Source: an optimization exercise on an open RTL-to-GDS flow (aim: small area). Production flows keep margins and buffers that such runs may drop. In this exercise RTL edits were held to simulation tests only and were not proved equivalent to the original. Power and IR drop assume default switching activity.

==> flow/design.v <==
module calc (
	output [3:0] col,
	input [3:0] row,
	output [6:0] sseg_A,
	output [9:0] sseg_C,
	output [35:0] value,
	output valid,
	output neg,
	input clk,
	input reset
);
wire det;
wire [3:0] code;
wire idle;
keyscan u_scan (.clk(clk), .reset(reset), .row(row), .take(idle), .col(col), .det(det),
	.code(code));
wire [3:0] sel;
wire [1:0] c4;
wire conv, rot, qin, err, setu;
wire Q35, Q34;
display u_disp (.clk(clk), .reset(reset), .conv(conv), .rot(rot), .qin(qin),
	.err(err), .setu(setu), .sel(sel), .c4(c4), .q35(Q35), .q34(Q34),
	.sseg_A(sseg_A), .sseg_C(sseg_C));
wire wrn, wrd;
wire [35:0] S, nend;
wire [3:0] dwd, dend, dfirst;
nring u_nring (.clk(clk), .wr(wrn), .d(S), .q(nend));
dring u_dring (.clk(clk), .wr(wrd), .d(dwd), .q(dend), .q0(dfirst));
wire xp, xs, sb, selV, selW, inv, cin, vload;
wire selE8, selE2, selE1;
wire [3:0] dend_c, dfirst_c;
wire [35:0] V;
wire P35;
datapath u_dp (.clk(clk), .xp(xp), .xs(xs), .sb(sb), .selV(selV), .selW(selW),
	.selE8(selE8), .selE2(selE2), .selE1(selE1), .dend(dend), .dfirst(dfirst),
	.inv(inv), .cin(cin), .vload(vload),
	.nend(nend), .S(S), .V(V), .P35(P35));
control u_ctl (.clk(clk), .reset(reset), .det(det), .code(code), .sel(sel), .c4(c4),
	.nend35(nend[35]), .dend(dend), .dfirst(dfirst), .P35(P35), .Q35(Q35),
	.Q34(Q34), .V35(V[35]), .S35(S[35]),
	.xp(xp), .xs(xs), .sb(sb), .selV(selV), .selW(selW), .selE8(selE8), .selE2(selE2),
	.selE1(selE1), .inv(inv), .cin(cin), .vload(vload), .wrn(wrn), .wrd(wrd), .dwd(dwd),
	.conv(conv), .rot(rot), .qin(qin), .setu(setu), .err(err), .valid(valid),
	.idle(idle));
assign value = V;
assign neg = V[35];
endmodule
module keyscan (
	input clk,
	input reset,
	input [3:0] row,
	input take,               
	output [3:0] col,
	output det,
	output reg [3:0] code
);
reg [1:0] ci;             
wire allhi = &row;
always @(posedge clk)
	if (reset) ci <= 2'd3;
	else if (allhi) ci <= ci + 2'd1;
assign col = ~(4'b0001 << ci);
reg held;                 
assign det = !held && !allhi;
always @(posedge clk or posedge reset)
	if (reset) held <= 1'b0;
	else if (det && take) held <= 1'b1;
	else if (allhi) held <= 1'b0;
wire [1:0] ri = {~row[3] | ~row[2], ~row[3] | ~row[1]};
always @(*) begin
	case ({ri, ci})
		4'b11_11: code = 4'd7;
		4'b11_10: code = 4'd8;
		4'b11_01: code = 4'd9;
		4'b11_00: code = 4'd10;
		4'b10_11: code = 4'd4;
		4'b10_10: code = 4'd5;
		4'b10_01: code = 4'd6;
		4'b10_00: code = 4'd11;
		4'b01_11: code = 4'd1;
		4'b01_10: code = 4'd2;
		4'b01_01: code = 4'd3;
		4'b01_00: code = 4'd12;
		4'b00_11: code = 4'd15;
		4'b00_10: code = 4'd0;
		4'b00_01: code = 4'd14;
		default:  code = 4'd13;
	endcase
end
endmodule
module display (
	input clk,
	input reset,
	input conv,               
	input rot,                
	input qin,
	input err,
	input setu,               
	output reg [3:0] sel,
	output reg [1:0] c4,
	output q35, q34,
	output [6:0] sseg_A,
	output [9:0] sseg_C
);
wire tick = ~c4[1] & c4[0];
always @(posedge clk or posedge reset)
	if (reset) begin
		c4 <= 2'd0;
		sel <= 4'd0;
	end else begin
		c4 <= c4 + 2'd1;
		if (tick) sel <= (sel == 4'd9) ? 4'd0 : sel + 4'd1;
	end
wire [3:0] s = sel;
assign sseg_C[0] = ~(~s[3] & ~s[2] & ~s[1] & ~s[0]);
assign sseg_C[1] = ~(~s[3] & ~s[2] & ~s[1] & s[0]);
assign sseg_C[2] = ~(~s[2] & s[1] & ~s[0]);
assign sseg_C[3] = ~(~s[2] & s[1] & s[0]);
assign sseg_C[4] = ~(s[2] & ~s[1] & ~s[0]);
assign sseg_C[5] = ~(s[2] & ~s[1] & s[0]);
assign sseg_C[6] = ~(s[2] & s[1] & ~s[0]);
assign sseg_C[7] = ~(s[2] & s[1] & s[0]);
assign sseg_C[8] = ~(s[3] & ~s[0]);
assign sseg_C[9] = ~(s[3] & s[0]);
reg [39:0] b;
wire [39:0] a;
genvar gk;
generate
	for (gk = 0; gk < 10; gk = gk + 1) begin : adjd
		wire [3:0] d = b[4*gk +: 4];
		wire t = d[1] | d[0];
		wire g = conv & (d[3] | (d[2] & t));
		assign a[4*gk]   = d[0] ^ g;
		assign a[4*gk+1] = d[1] ^ (g & ~d[0]);
		assign a[4*gk+2] = d[2] ^ (g & t);
		if (gk == 9)
			assign a[4*gk+3] = d[3] ^ (g & d[2] & t);
		else
			assign a[4*gk+3] = d[3] | g;
	end
endgenerate
always @(posedge clk)
	b <= {a[38:0], rot ? b[39] : qin};
assign q35 = b[35];
assign q34 = b[34];
reg [2:0] u;
always @(posedge clk)
	if (setu) begin
		case (sel)
			4'd0: u <= 3'd1;
			4'd2: u <= 3'd2;
			4'd4: u <= 3'd3;
			4'd6: u <= 3'd4;
			default: u <= 3'd0;
		endcase
	end else if (tick)
		u <= (u == 3'd4) ? 3'd0 : u + 3'd1;
reg [3:0] dig;
reg [3:0] tap;
always @(*) begin
	case (u)
		3'd0: tap = b[6:3];
		3'd1: tap = b[14:11];
		3'd2: tap = b[22:19];
		3'd3: tap = b[30:27];
		default: tap = b[38:35];
	endcase
end
reg [3:0] ecode;
always @(*) begin
	case (sel)
		4'd9, 4'd1, 4'd2: ecode = 4'd11;
		4'd0: ecode = 4'd12;
		4'd3: ecode = 4'd10;
		default: ecode = 4'd13;
	endcase
end
always @(posedge clk)
	if (tick) dig <= err ? ecode : tap;
reg [6:0] sa;
always @(*) begin
	case (dig)
		4'd0: sa = 7'b1000000;
		4'd1: sa = 7'b1111001;
		4'd2: sa = 7'b0100100;
		4'd3: sa = 7'b0110000;
		4'd4: sa = 7'b0011001;
		4'd5: sa = 7'b0010010;
		4'd6: sa = 7'b0000010;
		4'd7: sa = 7'b1111000;
		4'd8: sa = 7'b0000000;
		4'd9: sa = 7'b0011000;
		4'd10: sa = 7'b0000110;
		4'd11: sa = 7'b0101111;
		4'd12: sa = 7'b0100011;
		4'd13: sa = 7'b1111111;
		default: sa = 7'b1000000;
	endcase
end
assign sseg_A = sa;
endmodule
module nring (
	input clk,
	input wr,
	input [35:0] d,
	output [35:0] q
);
reg [36*8-1:0] r;
assign q = r[36*8-1 -: 36];
always @(posedge clk)
	r <= {r[36*7-1:0], wr ? d : q};
endmodule
module dring (
	input clk,
	input wr,
	input [3:0] d,
	output [3:0] q,
	output [3:0] q0
);
reg [4*9-1:0] r;
assign q = r[4*9-1 -: 4];
assign q0 = r[3:0];
always @(posedge clk)
	r <= {r[4*8-1:0], wr ? d : q};
endmodule
module datapath (
	input clk,
	input xp, xs, sb, selV, selW, inv, cin, vload,
	input selE8, selE2, selE1,      
	input [3:0] dend, dfirst,
	input [35:0] nend,
	output [35:0] S,
	output reg [35:0] V,
	output P35
);
reg [35:0] P;
wire [35:0] X = ({36{xp}} & P) | ({36{xs}} & {P[34:0], 1'b0}) | {35'b0, sb};
wire [6:0] E = ({7{selE8}} & {dend, 3'b0}) | ({7{selE2}} & {2'b0, dfirst, 1'b0}) |
               ({7{selE1}} & {3'b0, dfirst});
wire [35:0] Y = ({36{selV}} & V) | ({36{selW}} & nend) | {29'b0, E};
wire [35:0] Yx = Y ^ {36{inv}};
wire [36:0] cy;
assign cy[0] = cin;
genvar gi;
generate
	for (gi = 0; gi < 36; gi = gi + 1) begin : rca
		assign S[gi] = X[gi] ^ Yx[gi] ^ cy[gi];
		assign cy[gi+1] = (X[gi] & Yx[gi]) | (cy[gi] & (X[gi] ^ Yx[gi]));
	end
endgenerate
always @(posedge clk) begin
	P <= S;
	if (vload) V <= S;
end
assign P35 = P[35];
endmodule
module control (
	input clk,
	input reset,
	input det,
	input [3:0] code,
	input [3:0] sel,
	input [1:0] c4,
	input nend35,
	input [3:0] dend, dfirst,
	input P35, Q35, Q34, V35, S35,
	output reg xp, xs, sb, selV, selW, selE8, selE2, selE1, inv, cin, vload,
	output wrn, wrd,
	output [3:0] dwd,
	output conv, rot, qin, setu,
	output reg err,
	output valid,
	output idle
);
localparam IDLE = 4'd0, DIG = 4'd1, ENT = 4'd2, ENTZ = 4'd3, PUSH = 4'd4, CLR = 4'd5,
           OPA = 4'd6, OPW = 4'd7, XFER = 4'd8, ITER = 4'd9, FIN = 4'd10, BACK = 4'd11,
           ALGN = 4'd12, CONV = 4'd13, VAL = 4'd14, TOS = 4'd15;
reg [3:0] st;
reg [5:0] cnt;
reg [3:0] key;
reg [2:0] rn;
reg [3:0] rd;
reg sgn;
reg tv;                   
wire isdiv = (key == 4'd13);
wire ismul = (key == 4'd12);
wire issub = (key == 4'd11);
wire isadd = (key == 4'd10);
wire addsub = isadd | issub;
wire rn0 = (rn == 3'd0);
wire rn1 = (rn == 3'd1);
wire rd0 = (rd == 4'd0);
wire rd1 = (rd == 4'd1);
wire rd8 = (rd == 4'd8);
wire first = (cnt == 6'd0);
wire last = (cnt == 6'd35);
wire phok = (c4 == 2'd1) && sel[0] && (cnt >= 6'd2);
wire holdn = (st == PUSH && rn1) || (st == XFER && cnt < 6'd7);
wire holdd = (st == DIG && rd1) || (st == ENTZ && cnt >= 6'd1 && cnt < 6'd6);
always @(posedge clk) begin
	if (!holdn) rn <= rn + 3'd1;
	if (!holdd) rd <= (rd == 4'd8) ? 4'd0 : rd + 4'd1;
	if (st == IDLE && det) key <= code;
	if (st == OPA && cnt == 6'd1) sgn <= isdiv & V35;
	if (st == OPW && rn0) sgn <= sgn ^ (isdiv & nend35);
	if (st == CLR) tv <= 1'b0;
	if (st == ENT || st == TOS) tv <= 1'b1;
end
always @(*) begin
	xp = 0; xs = 0; sb = 0; selV = 0; selW = 0; selE8 = 0; selE2 = 0; selE1 = 0;
	inv = 0; cin = 0; vload = 0;
	case (st)
		IDLE, DIG, PUSH, VAL: xp = 1;
		ENT: selE8 = 1;
		ENTZ: begin
			xp = 1;
			selE2 = (cnt == 6'd0);
			selE1 = (cnt == 6'd1);
		end
		CLR: vload = 1;
		OPA: begin
			if (first) begin
				xp = 1;
				vload = 1;
			end else if (isdiv | issub) begin
				selV = 1;
				inv = issub | V35;
				cin = inv;
				vload = isdiv;
			end else
				xp = 1;
		end
		OPW: begin
			if (rn0) begin
				selW = 1;
				inv = isdiv & nend35;
				cin = inv;
				xp = addsub;
				vload = addsub;
			end else
				xp = 1;
		end
		XFER: xs = 1;
		ITER: begin
			xs = !first;
			if (isdiv) begin
				sb = Q35;
				selV = 1;
				inv = first | ~P35;
				cin = inv;
			end else
				selV = Q35;
		end
		FIN: begin
			if (first) begin
				xp = !(isdiv & err);
				cin = isdiv & sgn & !err;
				vload = ismul | isdiv;
			end else begin
				selV = 1;
				inv = V35;
				cin = V35;
			end
		end
		ALGN: xp = 1;
		CONV: xs = 1;
		BACK: begin
			xs = 1;
			sb = Q35 ^ sgn;
		end
		TOS: selV = 1;
		default: ;
	endcase
end
always @(posedge clk or posedge reset)
	if (reset) begin
		st <= CLR;
		cnt <= 6'd31;
		err <= 1'b0;
	end else begin
		cnt <= cnt + 6'd1;
		case (st)
			IDLE: begin
				cnt <= 6'd0;
				if (det) begin
					if (code < 4'd10) st <= DIG;
					else if (code == 4'd14) st <= tv ? PUSH : ENT;
					else if (code == 4'd15) st <= CLR;
					else st <= OPA;
				end
			end
			DIG: if (rd1) st <= IDLE;
			PUSH: if (rn1) st <= ENT;
			ENT: begin
				cnt <= 6'd0;
				if (rd8) st <= ENTZ;
			end
			ENTZ: if (cnt == 6'd9) st <= IDLE;
			CLR: if (cnt == 6'd39) st <= IDLE;
			OPA: if (cnt == 6'd1) st <= OPW;
			OPW: begin
				cnt <= 6'd0;
				if (rn0) st <= XFER;
			end
			XFER: if (last) begin
				cnt <= 6'd0;
				st <= ITER;
			end
			ITER: if (last) begin
				cnt <= 6'd0;
				if (isdiv) st <= BACK;
				else begin
					err <= 1'b0;
					st <= FIN;
				end
			end
			BACK: begin
				if (first) err <= Q35 & Q34;
				if (last) begin
					cnt <= 6'd0;
					st <= FIN;
				end
			end
			FIN: if (cnt == 6'd1) begin
				cnt <= 6'd0;
				st <= ALGN;
			end
			ALGN: if (phok) begin
				cnt <= 6'd0;
				st <= CONV;
			end
			CONV: if (last) st <= VAL;
			VAL: if (rn1) st <= TOS;
			TOS: st <= IDLE;
			default: st <= IDLE;
		endcase
	end
assign wrd = (st == DIG && rd1) || (st == ENTZ && cnt >= 6'd6) || (st == CLR);
assign dwd = (st == DIG) ? key : 4'd0;
assign wrn = ((st == PUSH || st == VAL) && rn1) || (st == CLR);
assign valid = (st == VAL);
assign idle = (st == IDLE);
assign conv = (st == CONV);
reg bok;
always @(posedge clk or posedge reset)
	if (reset) bok <= 1'b0;
	else if (sel == 4'd0 && c4 == 2'd3) bok <= 1'b1;
assign rot = bok && ((st == IDLE) || (st == DIG) || (st == ENT) || (st == ENTZ) ||
             (st == PUSH) || (st == VAL) || (st == TOS));
assign qin = (st == CONV || st == XFER) ? P35 :
             (st == ITER && isdiv) ? ~S35 : 1'b0;
assign setu = conv && last;
endmodule
==> flow/flow/run.sh <==
#!/bin/bash
# Layout flow: the standard flow (standard.sh) with three changes to how the
# layout is built:
#  - ABC maps the logic with an area-oriented script (abc_area.script beside
#    this file) in place of ORFS's, and Yosys extracts only full adders before
#    it (no half adders); the registers are mapped before either runs, so they
#    are the standard synthesis's;
#  - ports are buffered with the smallest buffer;
#  - the clock tree uses small clock buffers in larger sink clusters, without
#    dummy loads.
# The make output goes to standard.log; ORFS keeps each step's log in orfs/logs.
set -euo pipefail
here=$(pwd)
rm -rf "$here/scripts"
cp -r "$FLOW_HOME/scripts" "$here/scripts"
cp "$here/flow/abc_area.script" "$here/scripts/abc_area.script"
# extract only full adders (the ALU's adder); leave other logic to ABC
sed -i 's/^  extract_fa {\*}\[dont_use_extract_fa_args\]$/  extract_fa -fa/' "$here/scripts/synth.tcl"
grep -q '^  extract_fa -fa$' "$here/scripts/synth.tcl"
bash standard.sh \
	"SCRIPTS_DIR=$here/scripts" \
	"ABC_AREA=1" \
	"CTS_ARGS=-sink_clustering_enable -repair_clock_nets -dont_use_dummy_load -buf_list sky130_fd_sc_hd__clkbuf_4 -sink_clustering_size 8 -sink_clustering_max_diameter 40" \
	"BUFFER_PORTS_ARGS=-buffer_cell sky130_fd_sc_hd__buf_1" \
	finish > standard.log 2>&1
==> flow/flow/abc_area.script <==
strash
&get -n
&fraig -x
&put
scorr
dc2
strash
&get -n
&dch -f
&nf -R 1000
&put
==> flow/standard.sh <==
#!/bin/bash
# synth_recipe.tcl (not shown) runs the flow's synth.tcl, then flattens the netlist and writes it again
# the make line also repeats each setting of config.mk as NAME=value (left out here)
make -C /OpenROAD-flow-scripts/flow DESIGN_CONFIG=/design/flow/config.mk WORK_HOME=/design/flow/orfs CLKGATE_MAP_FILE= SYNTH_SCRIPT=/design/flow/synth_recipe.tcl "${@:-finish}"
==> flow/config.mk <==
export PLATFORM = sky130hd
export DESIGN_NAME = calc
export DESIGN_NICKNAME = calc
export VERILOG_FILES = /design/flow/design.v
export SDC_FILE = /design/flow/constraint.sdc
export NUM_CORES = 4
export LEC_CHECK = 0
export CAP_MARGIN = 20
export CORE_MARGIN = 2
export CORE_UTILIZATION = 75
export SLEW_MARGIN = 20
==> flow/constraint.sdc <==
create_clock -name core_clock -period 170.0 [get_ports {clk}]
set_input_delay 34.0000 -clock core_clock [delete_from_list [all_inputs] [get_ports {clk}]]
set_output_delay 34.0000 -clock core_clock [all_outputs]
set_load 0.01 [all_outputs]
==> impl_summary.log, run 1 <==
INFO  metric timing.rr.start = u_ctl.st[0]
INFO  metric design_power_total = 339 uW
INFO  metric area.sequential = 10200 um^2
INFO  metric cts.sink_count = 477
INFO  metric post_route_cells_drive_above_1_share = 7.26%
INFO  metric ctsResizeCount = 0
INFO  metric dominantRegCellSynth = dfxtp_1
INFO  metric cp.arrival = 1.99 ns
INFO  metric switching_share = 35.9%
INFO  metric path_clk_slew = 0.09 ns
INFO  metric routedWlPerCell = 21.2 um
INFO  metric cts_root_buffer = clkbuf_4
INFO  metric synthCells = 1125
INFO  metric synth_enable_flop_cells = 55
INFO  metric synth.yosys.warnings = 6
INFO  metric die-width = 143 um
INFO  metric setup_tns = 0 ns
INFO  metric gp_congestion = 0.913
INFO  metric detailed_place.area = 15200 um^2
INFO  metric power.clock.fraction = 15.7%
INFO  metric synth_cell_type_count = 55
INFO  metric status = timing/DRC/antenna clean
INFO  metric post-route-period-util = 21.2%
INFO  metric areaGrowthSynthToFinish = 8.21%
INFO  metric place.port_buffers = 64
INFO  metric max-cap-violations = 0
INFO  metric synth_area_per_cell = 12.9 um^2
INFO  metric core-area = 18800 um^2
INFO  metric worst_slack = 134.01 ns
INFO  metric drt_drc_violations_left = 0
INFO  metric design.final.nets = 1310
INFO  metric clk_path_buf_depth = 3
INFO  metric first_pass_iters = 5
INFO  metric track_usage = 32.7%
INFO  metric preCtsSetupSlack = 134.31 ns
INFO  metric die_area = 20500 um^2
INFO  metric routed_wl = 32400 um
INFO  metric multi_input_comb_area = 4170 um^2
INFO  metric routed-via-count = 9165
INFO  metric clkLatencyLatePin = 0.73 ns
INFO  metric final_common_cell = dfxtp_1
INFO  metric synthMuxAreaShare = 0.233%
INFO  metric initial_core_util = 77.1%
INFO  metric synthArstFlopShare = 3.98%
INFO  metric power_leakage = 5.94 nW
INFO  metric ant_nets = 0
INFO  metric crit_start = u_disp.dig[1]
INFO  metric setup.worst_path.class = flop to primary output
INFO  metric power-per-cell-area = 21.6 nW/um^2
INFO  metric layout.filler_cells = 936
INFO  metric worstSetupEndpointType = primary output
INFO  metric syn-num-nets = 1166
INFO  metric combinational_family_with_the_most_area_after_synthesis = compound AO/OA/AOI/OAI gates
INFO  metric clock-skew-final = 0.101 ns
INFO  metric worst_r2r_endpoint = u_nring.r[35]
INFO  metric worst_slew_pin_slew = 1.12 ns
INFO  metric synth-compound-area-share = 10.4%
INFO  metric synth.ff_latch_count = 477
INFO  metric rr_worst_depth = 49
INFO  metric finish.instance_area = 15700 um^2
INFO  metric cell_internal_pwr = 217 uW
INFO  metric synth.yosys.seq_area_share = 70.2%
INFO  metric minimum_setup_slack_among_reg_to_reg_paths = 152.17 ns
INFO  metric maxClockFrequency = 0.0278 GHz
INFO  metric cts_hold_repair_buffers = 0
INFO  metric setup-violations-final = 0
INFO  metric grt_start_max_net_pins = 70
INFO  metric period_needed = 35.99 ns
INFO  metric hold_class = flop to flop
INFO  metric pin_count = 65
INFO  metric rsz0062_at_grt = false
INFO  metric max_slew_margin = 24.8%
INFO  metric hpwl = 19800 um
INFO  metric cts_tree = done
INFO  metric highest_count_cells_in_the_layout_ignoring_fill_and_taps = dfxtp_1 (403), nor2_1 (101), clkbuf_4 (70)
INFO  metric detail_route.iter0.violations = 692
INFO  metric htreeDepth = 3
INFO  metric floorplan.die.height = 143 um
INFO  metric timing.final.hold_violations = 0
INFO  metric rows = 50
INFO  metric grt_remaining_overflow = 0
INFO  metric worst_vdd_rail_ir_drop = 15.6 uV
INFO  metric synth-adder-area-share = 4.82%
INFO  metric numCtsBuffers = 70
INFO  metric antenna_found_initial = 2
INFO  metric global_route_wire_length_before_repair = 50600 um
INFO  metric yosys.area_share.simple = 8.47%
INFO  metric first_global_vias = 9554
INFO  metric post_cts_buffers = 0
INFO  metric fin_worst_hold_slack = 0.296 ns
INFO  metric p_comb_share = 28.9%
INFO  metric cp-endpoint = sseg_A[2]
INFO  metric critical_path.startpoint_type = flop
INFO  metric synth.cell_area = 14500 um^2
INFO  metric worst_path_required = 136.00 ns
INFO  metric seqPwrFrac = 55.4%
INFO  metric switching_power = 122 uW
INFO  metric post_synthesis_xor_xnor_area_fraction = 4.58%
INFO  metric drv_slew = 0
INFO  metric cp_max_fo = 8
INFO  metric via_density = 5.99
-- state kept, by name, summed over array words and instances (netlist names) --
name / count
u_nring.r: 288
u_disp.b: 40
u_dp.P: 36
u_dp.V: 36
u_dring.r: 36
u_ctl.cnt: 6
u_ctl.key: 4
u_ctl.rd: 4
u_ctl.st: 4
u_disp.dig: 4
u_disp.sel: 4
u_ctl.rn: 3
u_disp.u: 3
u_disp.c4: 2
u_scan.ci: 2
u_ctl.bok: 1
u_ctl.err: 1
u_ctl.sgn: 1
u_ctl.tv: 1
u_scan.held: 1
-- critical path, stage by stage, from the launching register on --
cell	delay [ns]
edfxtp_1	0.52
xor2_1	0.35
clkinv_1	0.12
nor3_1	0.19
buf_1	0.17
-- synth_stat cells, types with 3 or more instances --
cell type	n	area share (%)
dfxtp_1	403	56
nor2_1	102	2.6
a21oi_1	68	2.3
a22oi_1	67	3.5
edfxtp_1	55	11
xnor2_1	55	3.3
nand2_1	53	1.4
clkinv_1	48	1.2
fa_1	35	4.8
xor2_1	21	1.3
o21ai_0	19	0.65
nand3_1	18	0.62
or2_0	18	0.78
nand2b_1	14	0.60
nor3_1	14	0.48
a31oi_1	12	0.52
dfrtp_1	12	2.1
and3_1	11	0.47
nor4_1	9	0.39
a22o_1	7	0.42
dfstp_2	7	1.3
a221oi_1	6	0.36
and2_0	5	0.22
a221o_1	4	0.28
a222oi_1	4	0.28
nor2b_1	4	0.17
o211ai_1	4	0.21
o21a_1	4	0.21
o21bai_1	4	0.21
o22ai_1	4	0.17
o31ai_1	4	0.21
mux2_1	3	0.23
nand3b_1	3	0.16
o311ai_0	3	0.18
-- routing by layer --
| layer | track usage, % | up-vias | share of wire [%] |
|---|---|---|---|
| li1 | - | 4193 | - |
| met4 | 15.4 | 0 | 3.5 |
| met1 | 39.4 | 4471 | 39 |
| met5 | 0 | - | 0 |
| met3 | 7.91 | 98 | 6.7 |
| met2 | 55.8 | 403 | 51 |
-- area by class of cell --
class                   instances  share of cell area (%)
well taps                     260                    2.07
multi-input cells             599                    26.5
repair buffers                 73                    1.96
diodes                          2                  0.0318
flip-flops and latches        477                    64.9
clock buffers                  70                    3.34
inverters                      48                    1.15
-- kinds of logic (layout without fill, tap and decap cells) --
kind of cell | after synthesis | in the layout
compound gates | 224 | 224
buf+inv | 49 | 191
other cells | 0 | 2
fa+ha+maj | 35 | 35
mux | 3 | 3
xor+xnor | 76 | 76
flops | 477 | 477
simple gates | 261 | 261
-- worst min path at each step --
| stage | cells past startpoint | to | start |
|---|---|---|---|
| CTS | 0 | u_nring.r[137] | u_nring.r[101] |
| global placement | 0 | u_nring.r[261] | u_nring.r[225] |
| finish | 0 | u_nring.r[137] | u_nring.r[101] |
| detailed placement | 0 | u_nring.r[169] | u_nring.r[133] |
| global route | 0 | u_nring.r[137] | u_nring.r[101] |
| floorplan | 0 | u_dring.r[10] | u_dring.r[6] |
-- power by group through the flow --
| stage | Combinational (mW) | Sequential [mW] | Clock, mW |
|---|---|---|---|
| floorplan | 0.0626 | 0.180 | 0 |
| global placement | 0.0845 | 0.184 | 0 |
| detailed placement | 0.0915 | 0.187 | 0 |
| CTS | 0.0962 | 0.187 | 0.0544 |
| global route | 0.106 | 0.191 | 0.0580 |
| finish | 0.0978 | 0.188 | 0.0533 |
-- stage by stage --
step / utilization [%] / instances
2_1_floorplan: - / 1125
3_3_place_gp: 80.7 / 1457
3_5_place_dp: 80.7 / 1457
4_1_cts: 83.4 / 1527
5_1_grt: 83.5 / 1528
6_report: 83.5 / 1529
==> run 2: changes to the inputs <==
--- a/flow/design.v
+++ b/flow/design.v
@@ -299,6 +299,11 @@
 wire holdd = (st == DIG && rd1) || (st == ENTZ && cnt >= 6'd1 && cnt < 6'd6);
 always @(posedge clk) begin
-	if (!holdn) rn <= rn + 3'd1;
-	if (!holdd) rd <= (rd == 4'd8) ? 4'd0 : rd + 4'd1;
+	if (st == CLR) begin
+		rn <= 3'd0;
+		rd <= 4'd0;
+	end else begin
+		if (!holdn) rn <= rn + 3'd1;
+		if (!holdd) rd <= (rd == 4'd8) ? 4'd0 : rd + 4'd1;
+	end
 	if (st == IDLE && det) key <= code;
 	if (st == OPA && cnt == 6'd1) sgn <= isdiv & V35;
--- a/flow/flow/run.sh
+++ b/flow/flow/run.sh
@@ -21,5 +21,5 @@
 	"SCRIPTS_DIR=$here/scripts" \
 	"ABC_AREA=1" \
-	"CTS_ARGS=-sink_clustering_enable -repair_clock_nets -dont_use_dummy_load -buf_list sky130_fd_sc_hd__clkbuf_4 -sink_clustering_size 8 -sink_clustering_max_diameter 40" \
+	"CTS_ARGS=-sink_clustering_enable -repair_clock_nets -dont_use_dummy_load -buf_list sky130_fd_sc_hd__clkbuf_4 -sink_clustering_size 10 -sink_clustering_max_diameter 40" \
 	"BUFFER_PORTS_ARGS=-buffer_cell sky130_fd_sc_hd__buf_1" \
 	finish > standard.log 2>&1
==> impl_summary.log, run 2 <==
INFO  metric drt_drc_violations_left = 0
INFO  metric preCtsSetupSlack = 134.34 ns
INFO  metric status = timing/DRC/antenna clean
INFO  metric synth_area_leader_cell = dfxtp_1
INFO  metric setup.worst_path.class = flop to primary output
INFO  metric synth.cell_area = 14500 um^2
INFO  metric crit_slowest_cell = edfxtp_1
INFO  metric gp_congestion = 0.898
INFO  metric max_slew_margin = 26.6%
INFO  metric cts_tree = done
INFO  metric power_leakage = 5.92 nW
INFO  metric period_needed = 35.94 ns
INFO  metric power-per-cell-area = 20.7 nW/um^2
INFO  metric worst_slew_pin_slew = 1.10 ns
INFO  metric worstSetupEndpointType = primary output
INFO  metric dominantRegCellSynth = dfxtp_1
INFO  metric hpwl = 19100 um
INFO  metric post-route-period-util = 21.1%
INFO  metric maxClockFrequency = 0.0278 GHz
INFO  metric cp.arrival = 1.94 ns
INFO  metric setup_tns = 0 ns
INFO  metric cts_hold_repair_buffers = 0
INFO  metric floorplan.die.height = 143 um
INFO  metric syn-num-nets = 1186
INFO  metric rows = 50
INFO  metric design.final.nets = 1316
INFO  metric synth_most_common_cell = dfxtp_1
INFO  metric pin_count = 65
INFO  metric track_usage = 31.5%
INFO  metric worst_path_required = 136.00 ns
INFO  metric reg_top3 = u_nring.r (288), u_disp.b (40)
INFO  metric synthCells = 1145
INFO  metric max-cap-violations = 0
INFO  metric synth.yosys.seq_area_share = 69.8%
INFO  metric routedWlPerCell = 20.3 um
INFO  metric rsz0062_at_grt = false
INFO  metric post_cts_buffers = 0
INFO  metric routed-via-count = 9166
INFO  metric synth_enable_flop_cells = 48
INFO  metric hold_class = flop to flop
INFO  metric grt_remaining_overflow = 0
INFO  metric drv_slew = 0
INFO  metric clock-skew-final = 0.154 ns
INFO  metric via_density = 5.98
INFO  metric highest_count_cells_in_the_layout_ignoring_fill_and_taps = dfxtp_1 (410), nor2_1 (101), a21oi_1 (75)
INFO  metric first_global_vias = 9522
INFO  metric worst_slack = 134.06 ns
INFO  metric areaGrowthSynthToFinish = 7.41%
INFO  metric cp_max_fo = 7
INFO  metric register_name_with_the_most_flops = u_nring.r
INFO  metric synth_area_per_cell = 12.7 um^2
INFO  metric synthArstFlopShare = 3.98%
INFO  metric slowest_delay = 0.50 ns
INFO  metric synth_cell_type_count = 52
INFO  metric ant_nets = 0
INFO  metric largest_reg_flops = 288
INFO  metric first_pass_iters = 5
INFO  metric antenna_found_initial = 1
INFO  metric clkLatencyLatePin = 0.74 ns
INFO  metric synth_area_leaders = dfxtp_1 (57%), edfxtp_1 (9.9%), fa_1 (4.8%), a22oi_1 (3.6%), xnor2_1 (3.3%)
INFO  metric clk_path_buf_depth = 3
INFO  metric core-area = 18800 um^2
INFO  metric path_cells = clkinv_1 -> a21oi_1 -> nor2_1 -> xor2_1 -> a21oi_1 -> buf_1
INFO  metric global_route_wire_length_before_repair = 49300 um
INFO  metric synthTopCellsByCount = dfxtp_1 (410), nor2_1 (101), a21oi_1 (77)
INFO  metric path_clk_slew = 0.11 ns
INFO  metric die-width = 143 um
INFO  metric initial_core_util = 77.1%
INFO  metric htreeDepth = 2
INFO  metric worst_vdd_rail_ir_drop = 14.7 uV
INFO  metric synth.ff_latch_count = 477
INFO  metric critical_path.startpoint_type = flop
INFO  metric post_route_cells_drive_above_1_share = 5.97%
INFO  metric routed_wl = 31100 um
INFO  metric ctsResizeCount = 0
INFO  metric place.port_buffers = 64
INFO  metric cts_root_buffer = clkbuf_4
INFO  metric numCtsBuffers = 57
INFO  metric final_common_cell = dfxtp_1
INFO  metric timing.final.hold_violations = 0
INFO  metric grt_start_max_net_pins = 70
INFO  metric synth.yosys.warnings = 6
INFO  metric cts.sink_count = 477
INFO  metric setup-violations-final = 0
INFO  metric die_area = 20500 um^2
INFO  metric path_buf_inv = 2
INFO  metric most_frequent_cell_on_critical_path = a21oi_1
INFO  metric synthDominantCellAreaShare = 56.6%
INFO  metric detail_route.iter0.violations = 564
INFO  metric critical-path-top-delay-family = flip-flops
## run 2: changes by cell type after synthesis, sizes merged, moves of 5 or more
cell | previous run | this run
nor4 | 9 | 4
o21ai | 19 | 29
a21oi | 68 | 77
and3 | 11 | 17
nand2 | 53 | 60
edfxtp | 55 | 48
dfxtp | 403 | 410
## run 2: area by class of cell
class / count / area, um^2
Multi-Input combinational cell: 620 / 4220
Fill cell: 986 / 3240
Antenna cell: 1 / 2.50
Clock buffer: 57 / 428
Timing Repair Buffer: 72 / 300
Inverter: 47 / 176
Sequential cell: 477 / 10100
Tap cell: 260 / 325
## run 2: cell families (layout without fill, tap and decap cells)
group / Yosys count / count (layout) / synth area share, %
xor gates and xnor gates: 74 / 74 / 4.47
DFF: 477 / 477 / 69.8
AOI/OAI and AO/OA: 241 / 241 / 10.8
other: 0 / 1 / 0
muxes: 3 / 3 / 0.233
buffers and inverters: 48 / 176 / 1.27
and+or+nand+nor: 267 / 267 / 8.58
adders and majority gates: 35 / 35 / 4.83
## run 2: layer usage
metal	up-vias	track usage, %	part of all wire [%]
li1	4225	-	-
met1	4381	40.4	39
met2	450	52.8	49
met3	110	5.70	7.4
met4	0	14.2	3.9
met5	-	0	0
## run 2: path summary, 6_finish.rpt
path	to	depth (start not counted)	from	slack, ns
max in group asynchronous	u_ctl.cnt[2]	2	reset	136.21
worst min-delay path	u_nring.r[284]	0	u_nring.r[248]	0.27
worst max register to register	u_nring.r[35]	48	u_ctl.cnt[3]	152.14
worst min register to register	u_nring.r[284]	0	u_nring.r[248]	0.27
min in group asynchronous	u_ctl.st[3]	2	reset	33.35
worst max-delay path	sseg_A[3]	6	u_disp.dig[1]	134.06
## run 2: power by group
group          total, mW  leakage, nW  internal (mW)  switching, mW
logic             0.0950         1.59         0.0334         0.0616
clock network     0.0486        0.262         0.0154         0.0332
registers          0.179         4.06          0.159         0.0206
total              0.323         5.92          0.207          0.115
## run 2: stage by stage
step / area (um^2) / hold WS, ns / instances / utilization [%] / total power, mW
6_report: 15600 / 0.269 / 1534 / 82.8 / 0.323
5_1_grt: 15600 / 0.278 / 1534 / 82.8 / 0.339
3_3_place_gp: 15200 / 0.310 / 1476 / 80.5 / 0.260
3_5_place_dp: 15200 / 0.312 / 1476 / 80.5 / 0.270
2_1_floorplan: 14500 / 0.310 / 1145 / - / 0.236
4_1_cts: 15600 / 0.261 / 1533 / 82.8 / 0.322
==> run 3: changes to the inputs <==
--- a/flow/design.v
+++ b/flow/design.v
@@ -282,5 +282,4 @@
 reg [3:0] rd;
 reg sgn;
-reg tv;                   
 wire isdiv = (key == 4'd13);
 wire ismul = (key == 4'd12);
@@ -309,6 +308,4 @@
 	if (st == OPA && cnt == 6'd1) sgn <= isdiv & V35;
 	if (st == OPW && rn0) sgn <= sgn ^ (isdiv & nend35);
-	if (st == CLR) tv <= 1'b0;
-	if (st == ENT || st == TOS) tv <= 1'b1;
 end
 always @(*) begin
@@ -390,5 +387,5 @@
 				if (det) begin
 					if (code < 4'd10) st <= DIG;
-					else if (code == 4'd14) st <= tv ? PUSH : ENT;
+					else if (code == 4'd14) st <= PUSH;
 					else if (code == 4'd15) st <= CLR;
 					else st <= OPA;
==> impl_summary.log, run 3 <==
INFO  metric post-route-period-util = 21.2%
INFO  metric design.final.nets = 1298
INFO  metric highest_count_cells_in_the_layout_ignoring_fill_and_taps = dfxtp_1 (409), nor2_1 (97), a21oi_1 (73)
INFO  metric place.port_buffers = 64
INFO  metric synthDominantCellAreaShare = 56.6%
INFO  metric minimum_setup_slack_among_reg_to_reg_paths = 152.73 ns
INFO  metric dominantRegCellSynth = dfxtp_1
INFO  metric routed_wl = 28300 um
INFO  metric fin_worst_hold_slack = 0.270 ns
INFO  metric detail_route.iter0.violations = 623
INFO  metric ctsResizeCount = 0
INFO  metric critical_path.startpoint_type = flop
INFO  metric synth_area_leader_cell = dfxtp_1
INFO  metric worst_vdd_rail_ir_drop = 12.0 uV
INFO  metric clkLatencyLatePin = 0.70 ns
INFO  metric gp_congestion = 0.941
INFO  metric rows = 50
INFO  metric floorplan.die.height = 143 um
INFO  metric cts_hold_repair_buffers = 0
INFO  metric max_slew_margin = 46.0%
INFO  metric period_needed = 36.01 ns
INFO  metric clk_path_buf_depth = 3
INFO  metric htreeDepth = 2
INFO  metric die_area = 20400 um^2
INFO  metric max-cap-violations = 0
INFO  metric setup_tns = 0 ns
INFO  metric cts_root_buffer = clkbuf_4
INFO  metric register_name_with_the_most_flops = u_nring.r
INFO  metric antenna_found_initial = 2
INFO  metric cp.arrival = 2.01 ns
INFO  metric cts_tree = done
INFO  metric final_common_cell = dfxtp_1
INFO  metric timing.final.hold_violations = 0
INFO  metric core-area = 18800 um^2
INFO  metric rr_worst_depth = 49
INFO  metric synth.yosys.seq_area_share = 70.0%
INFO  metric syn-num-nets = 1169
INFO  metric clock-skew-final = 0.0993 ns
INFO  metric setup-violations-final = 0
INFO  metric initial_core_util = 76.8%
INFO  metric design_power_total = 240 uW
INFO  metric synth_area_per_cell = 12.8 um^2
INFO  metric rsz0062_at_grt = false
INFO  metric final_core_utilization = 82.5%
INFO  metric status = timing/DRC/antenna clean
INFO  metric finish.instance_area = 15500 um^2
INFO  metric met2RoutedLength = 13800 um
INFO  metric synthCells = 1128
INFO  metric routedWlPerCell = 18.7 um
INFO  metric met1Wirelength = 12200 um
INFO  metric path_clk_slew = 0.10 ns
INFO  metric detailed_place.area = 15100 um^2
INFO  metric synth.cell_area = 14500 um^2
INFO  metric worstSetupEndpointType = primary output
INFO  metric synth_area_leaders = dfxtp_1 (57%), edfxtp_1 (10%), fa_1 (4.8%), a22oi_1 (3.7%), xnor2_1 (3.0%)
INFO  metric synth.yosys.warnings = 6
INFO  metric grt_remaining_overflow = 0
INFO  metric setup.worst_path.class = flop to primary output
INFO  metric track_usage = 28.4%
INFO  metric cp_max_fo = 16
INFO  metric synth_cell_type_count = 51
INFO  metric synthArstFlopShare = 3.99%
INFO  metric areaGrowthSynthToFinish = 7.51%
INFO  metric synth.ff_latch_count = 476
INFO  metric pin_count = 65
INFO  metric drv_slew = 0
INFO  metric hold_class = flop to flop
INFO  metric reg_top3 = u_nring.r (288), u_disp.b (40)
INFO  metric global_route_wire_length_before_repair = 45000 um
INFO  metric power-per-cell-area = 15.4 nW/um^2
INFO  metric synth_most_common_cell = dfxtp_1
INFO  metric ant_nets = 0
INFO  metric first_global_vias = 9024
INFO  metric post_route_cells_drive_above_1_share = 6.29%
INFO  metric post_cts_buffers = 0
INFO  metric maxClockFrequency = 0.0278 GHz
INFO  metric synth_enable_flop_cells = 48
INFO  metric grt_start_max_net_pins = 70
INFO  metric via_density = 5.84
INFO  metric first_pass_iters = 5
INFO  metric largest_reg_flops = 288
INFO  metric dr_top_layer = met4
INFO  metric worst_path_required = 136.00 ns
INFO  metric die-width = 143 um
INFO  metric hpwl = 18200 um
INFO  metric worstHoldPathCells = 0
INFO  metric numCtsBuffers = 55
INFO  metric wl_met3 = 1770 um
INFO  metric routed-via-count = 8855
INFO  metric synthTopCellsByCount = dfxtp_1 (409), nor2_1 (98), a21oi_1 (74)
INFO  metric worst_slew_pin_slew = 0.810 ns
INFO  metric drt_drc_violations_left = 0
INFO  metric power_leakage = 5.75 nW
INFO  metric cts.sink_count = 476
==> run 3: cell types whose count changed in the layout (fill, tap and decap cells not counted), sizes merged, moves of 4 or more <==
cell,change
a31oi,+4
clkinv,-6
nand2,-12
nor2b,+5
o31ai,-4
xnor2,-5
==> run 3: kinds of logic after synthesis <==
| group | Yosys count | share of synthesized area, % |
|---|---|---|
| AND/OR/NAND/NOR | 259 | 8.53 |
| adder cells (fa/ha/maj) | 35 | 4.85 |
| flip-flops | 476 | 70.0 |
| multiplexers | 4 | 0.312 |
| buffers and inverters | 42 | 1.12 |
| AO/OA/AOI/OAI | 243 | 11.0 |
| XOR/XNOR | 69 | 4.18 |
==> run 3: final cells by class <==
class	count	area (um^2)
Tap cell	260	325
Sequential cell	476	10100
Fill cell	984	3290
Inverter	41	154
Multi-Input combinational cell	610	4220
Clock buffer	55	413
Antenna cell	2	5.00
Timing Repair Buffer	73	308
==> run 3: worst max-delay path, cell delays in order (launching register included) <==
cell and delay (ns):
dfstp_2 0.68, nand2b_1 0.34, nor2_1 0.12, buf_1 0.17
==> run 3: metal layers <==
metal | GRT usage, % | vias up
li1 | - | 4185
met2 | 47.0 | 334
met3 | 5.70 | 55
met1 | 37.6 | 4281
met4 | 10.2 | 0
met5 | 0 | -
==> run 3: final timing paths <==
check,from,endpoint
setup / recovery,u_ctl.st[0],valid
hold / removal,u_nring.r[100],u_nring.r[136]
setup reg to reg,u_ctl.st[2],u_nring.r[35]
hold reg to reg,u_nring.r[100],u_nring.r[136]
max in group asynchronous,reset,u_ctl.cnt[2]
min in group asynchronous,reset,u_scan.held
==> run 3: through the flow <==
stage | setup WS (ns) | instances
finish | 133.99 | 1517
global route | 133.80 | 1516
CTS | 133.97 | 1515
detailed placement | 134.28 | 1460
global placement | 134.40 | 1460
floorplan | 134.67 | 1128
==> run 3: power by group <==
part	internal (mW)	total, mW	switching [mW]
clock network	0.0149	0.0462	0.0314
registers	0.146	0.159	0.0136
logic	0.0118	0.0341	0.0222
total	0.173	0.240	0.0672

-- static timing again, ports no longer ideal --
The flow's constraints put no driver on any port. The routed layouts listed below were extracted and timed again, unchanged, in two steps. Step 1 (the two cells are an assumption about what drives the block):
set clk [get_ports {clk}]
set_driving_cell -lib_cell sky130_fd_sc_hd__clkbuf_16 $clk
set_driving_cell -lib_cell sky130_fd_sc_hd__buf_2 [delete_from_list [all_inputs] $clk]
Step 2 adds t to the input delays and takes it off the output delays; t is the mean of the earliest and latest rising clock arrival at the registers after step 1. Input paths then give back, and output paths get back, about the clock's delay inside the block. a / b / c = ideal ports / drivers / drivers and shift; a / b = the first two.
| run | shift t [ns] | setup slack, ns | worst setup path after step 2 | worst data-port slew with drivers (ns) | pins driven straight from the clock port |
|---|---|---|---|---|---|
| run 1 | 0.720 | 134.013 / 133.970 / 134.219 | input to register | 0.08 | 1 |
| run 2 | 0.701 | 134.061 / 134.019 / 134.326 | input to register | 0.03 | 1 |
| run 3 | 0.693 | 133.991 / 133.950 / 134.270 | input to register | 0.08 | 1 |
After both steps every run listed still meets setup and hold.
